From an optimization exercise on the open Yosys and OpenROAD flow, aimed at small area, a short achievable clock period and few clock cycles per item; shortcuts taken in it are not production practice.
The RTL was checked by simulation tests, not by an equivalence proof against the original design.

## old
## quantsilicon_top
module quantsilicon_top (
    input  logic                clk,
    input  logic                rst_n,
    input  logic                in_valid,
    output logic                in_ready,
    input  logic signed [31:0]  price,        
    input  logic signed [31:0]  position,     
    input  logic signed [31:0]  beta,         
    output logic                out_valid,
    input  logic                out_ready,
    output logic signed [31:0]  signal_out,   
    output logic                allow_trade,
    output logic                kill_switch
);
Size: about 3500 cells after synthesis, ~340 flip-flops, roughly 140 I/O pins.
clock: 12.5 ns
lec_check: 0
cap_margin: 20
core_margin: 2
core_utilization: 40
slew_margin: 20
synth_hierarchical: 1
synth_minimum_keep_size: 0
run.sh (not shown) runs the stock make flow with config.mk's settings and CLKGATE_MAP_FILE= SYNTH_SCRIPT=/design/flow/synth_recipe.tcl, a recipe that flattens the netlist after the stock synthesis.
old: PASS, flow complete, no timing, DRC or antenna violations
Testbench counts of old, summed over its fixed seeds: cycles 24,024, items 24,000.
What new does differently from old at the input level:
Settings: SYNTH_MINIMUM_KEEP_SIZE removed (was 0); SYNTH_HIERARCHICAL removed (was 1).
==> flow/flow/run.sh (new file) <==
#!/bin/bash
# Layout flow: the standard synthesis, then every cell set to its smallest
# drive strength, then the standard ORFS layout with timing repair aiming
# SETUP_SLACK_MARGIN ns below the clock period (cells on critical paths get
# upsized again). Each tool's output goes to a log file of its own here.
set -euo pipefail
MARGIN=${MARGIN:-8}
bash standard.sh synth > synth.log 2>&1
R=$PWD/orfs/results/$FLOW_PLATFORM/quantsilicon_top/base
DS_IN=$R/1_synth.odb DS_OUT=$R/1_synth.odb \
  openroad -no_init -exit flow/downsize.tcl > downsize.log 2>&1
bash standard.sh SETUP_SLACK_MARGIN=$MARGIN finish > layout.log 2>&1
==> flow/flow/downsize.tcl (new file) <==
# Set every cell of the synthesized netlist to the smallest drive strength of
# its type (same function and pins); the timing repair that follows upsizes
# the cells on critical paths again.
set db [ord::get_db]

read_db $::env(DS_IN)
set block [ord::get_db_block]

set n 0
foreach inst [$block getInsts] {
  set m [$inst getMaster]
  set name [$m getName]
  if {![regexp {^(sky130_fd_sc_hd__[a-z0-9]+)_([0-9]+)$} $name -> base drv]} { continue }
  if {[string match "*lpflow*" $name] || [string match "*probe*" $name]} { continue }
  set best $m
  set best_area [expr {[$m getWidth] * [$m getHeight]}]
  foreach d {0 1 2} {
    set cand ${base}_$d
    if {$cand eq $name} { continue }
    set cm [$db findMaster $cand]
    if {$cm eq "NULL"} { continue }
    set a [expr {[$cm getWidth] * [$cm getHeight]}]
    if {$a < $best_area} { set best $cm; set best_area $a }
  }
  if {$best ne $m} { $inst swapMaster $best; incr n }
}
puts "downsize: swapped $n instances"
write_db $::env(DS_OUT)
==> flow/standard.sh (new file) <==
#!/bin/bash
# synth_recipe.tcl (not shown) runs the flow's synth.tcl, then flattens the netlist and writes it again
# the make line also repeats each setting of config.mk as NAME=value (left out here)
make -C /OpenROAD-flow-scripts/flow DESIGN_CONFIG=/design/flow/config.mk WORK_HOME=/design/flow/orfs CLKGATE_MAP_FILE= SYNTH_SCRIPT=/design/flow/synth_recipe.tcl "${@:-finish}"
removed: flow/run.sh
--- outcome ---
Comparing new and old, the higher die height was measured on old. Looking at sequential cell area fraction in the yosys report, new sits 1.4 points above old. NOTE global-route wire length before repair old->new decreased by a few percent.


quantsilicon_top, a different RTL version from the one above (not shown whole).
For scale: about 3500 cells after synthesis, roughly 37000 µm² of cells after synthesis.
==> flow/config.mk <==
export PLATFORM = sky130hd
export DESIGN_NAME = quantsilicon_top
export DESIGN_NICKNAME = quantsilicon_top
export VERILOG_FILES = /design/flow/design.v
export SDC_FILE = /design/flow/constraint.sdc
export NUM_CORES = 4
export LEC_CHECK = 0
export CAP_MARGIN = 20
export CORE_MARGIN = 2
export CORE_UTILIZATION = 55
export CTS_CLUSTER_DIAMETER = 100
export CTS_CLUSTER_SIZE = 30
export SLEW_MARGIN = 20
export SYNTH_HIERARCHICAL = 1
export SYNTH_MINIMUM_KEEP_SIZE = 0
==> flow/constraint.sdc <==
create_clock -name core_clock -period 12.5 [get_ports {clk}]
set_input_delay 2.5000 -clock core_clock [delete_from_list [all_inputs] [get_ports {clk}]]
set_output_delay 2.5000 -clock core_clock [all_outputs]
set_load 0.01 [all_outputs]
standard.sh (not shown) runs the stock make flow with config.mk's settings and CLKGATE_MAP_FILE= SYNTH_SCRIPT=/design/flow/synth_recipe.tcl, a recipe that flattens the netlist after the stock synthesis.
==> flow/flow/run.sh <==
#!/bin/bash
# Layout flow: the standard synthesis, then every cell set to its smallest
# drive strength, then the standard ORFS layout with timing repair aiming
# SETUP_SLACK_MARGIN ns below the clock period (cells on critical paths get
# upsized again) and buf_2 port buffers. Each tool's output goes to a log file
# of its own here.
set -euo pipefail
MARGIN=${MARGIN:-8}
bash standard.sh synth > synth.log 2>&1
R=$PWD/orfs/results/$FLOW_PLATFORM/quantsilicon_top/base
DS_IN=$R/1_synth.odb DS_OUT=$R/1_synth.odb \
  openroad -no_init -exit flow/downsize.tcl > downsize.log 2>&1
bash standard.sh SETUP_SLACK_MARGIN=$MARGIN \
  "BUFFER_PORTS_ARGS=-buffer_cell sky130_fd_sc_hd__buf_2" finish > layout.log 2>&1
==> flow/flow/downsize.tcl <==
# Set every cell of the synthesized netlist to the smallest drive strength of
# its type (same function and pins); the timing repair that follows upsizes
# the cells on critical paths again.
set db [ord::get_db]

read_db $::env(DS_IN)
set block [ord::get_db_block]

set n 0
foreach inst [$block getInsts] {
  set m [$inst getMaster]
  set name [$m getName]
  if {![regexp {^(sky130_fd_sc_hd__[a-z0-9]+)_([0-9]+)$} $name -> base drv]} { continue }
  if {[string match "*lpflow*" $name] || [string match "*probe*" $name]} { continue }
  set best $m
  set best_area [expr {[$m getWidth] * [$m getHeight]}]
  foreach d {0 1 2} {
    set cand ${base}_$d
    if {$cand eq $name} { continue }
    set cm [$db findMaster $cand]
    if {$cm eq "NULL"} { continue }
    set a [expr {[$cm getWidth] * [$cm getHeight]}]
    if {$a < $best_area} { set best $cm; set best_area $a }
  }
  if {$best ne $m} { $inst swapMaster $best; incr n }
}
puts "downsize: swapped $n instances"
write_db $::env(DS_OUT)
The starting point went through all stages and came out clean.
Testbench counts at the start, summed over its fixed seeds: cycles 24,024, items 24,000.
Rerun with:
--- a/flow/config.mk
+++ b/flow/config.mk
@@ -9,6 +9,4 @@
 export CORE_MARGIN = 2
 export CORE_UTILIZATION = 55
-export CTS_CLUSTER_DIAMETER = 100
-export CTS_CLUSTER_SIZE = 30
 export SLEW_MARGIN = 20
 export SYNTH_HIERARCHICAL = 1
Effect:
- The new run passed the timing, design-rule and antenna checks
- setup slack is worse by 17 ps
- hold slack got worse by 11 ps
- cell count rises by 0.89%
- first-iteration DRC count grows by 0.98%
- die area is unchanged
- global-route usage climbs by 0.34 points
- final area is higher by 1.6%

==> separate check: timing with driven ports <==
The results above use ideal ports. As a check the final layouts listed here were re-extracted and re-timed, cells and wires unchanged.
Step 1, drivers: a clkbuf_16 drives clk and a buf_2 each remaining input, both assumed.
Step 2 moves the port delays by t, midway between the first and last clock arrival at a register: inputs arrive t later, outputs are due t later. That takes back most of the time a late clock gives input paths.
Slacks: ideal ports / drivers / drivers and shift; pairs: ideal ports / drivers.
run | t, ns | setup slack, ns | worst slew at a driven data input, ns
old | 0.686 | 7.413 / 7.413 / 7.062 | 0.11
new | 0.677 | 7.760 / 7.769 / 7.092 | 0.10
the first run of note 2 | 0.643 | 8.077 / 8.095 / 7.473 | 0.06
the second run of note 2 | 0.641 | 8.059 / 8.059 / 7.491 | 0.06
After both steps setup and hold are still met in every run listed. The setup slack of new, which loses most, moves by +0.009 ns with the drivers and by -0.668 ns with both steps.
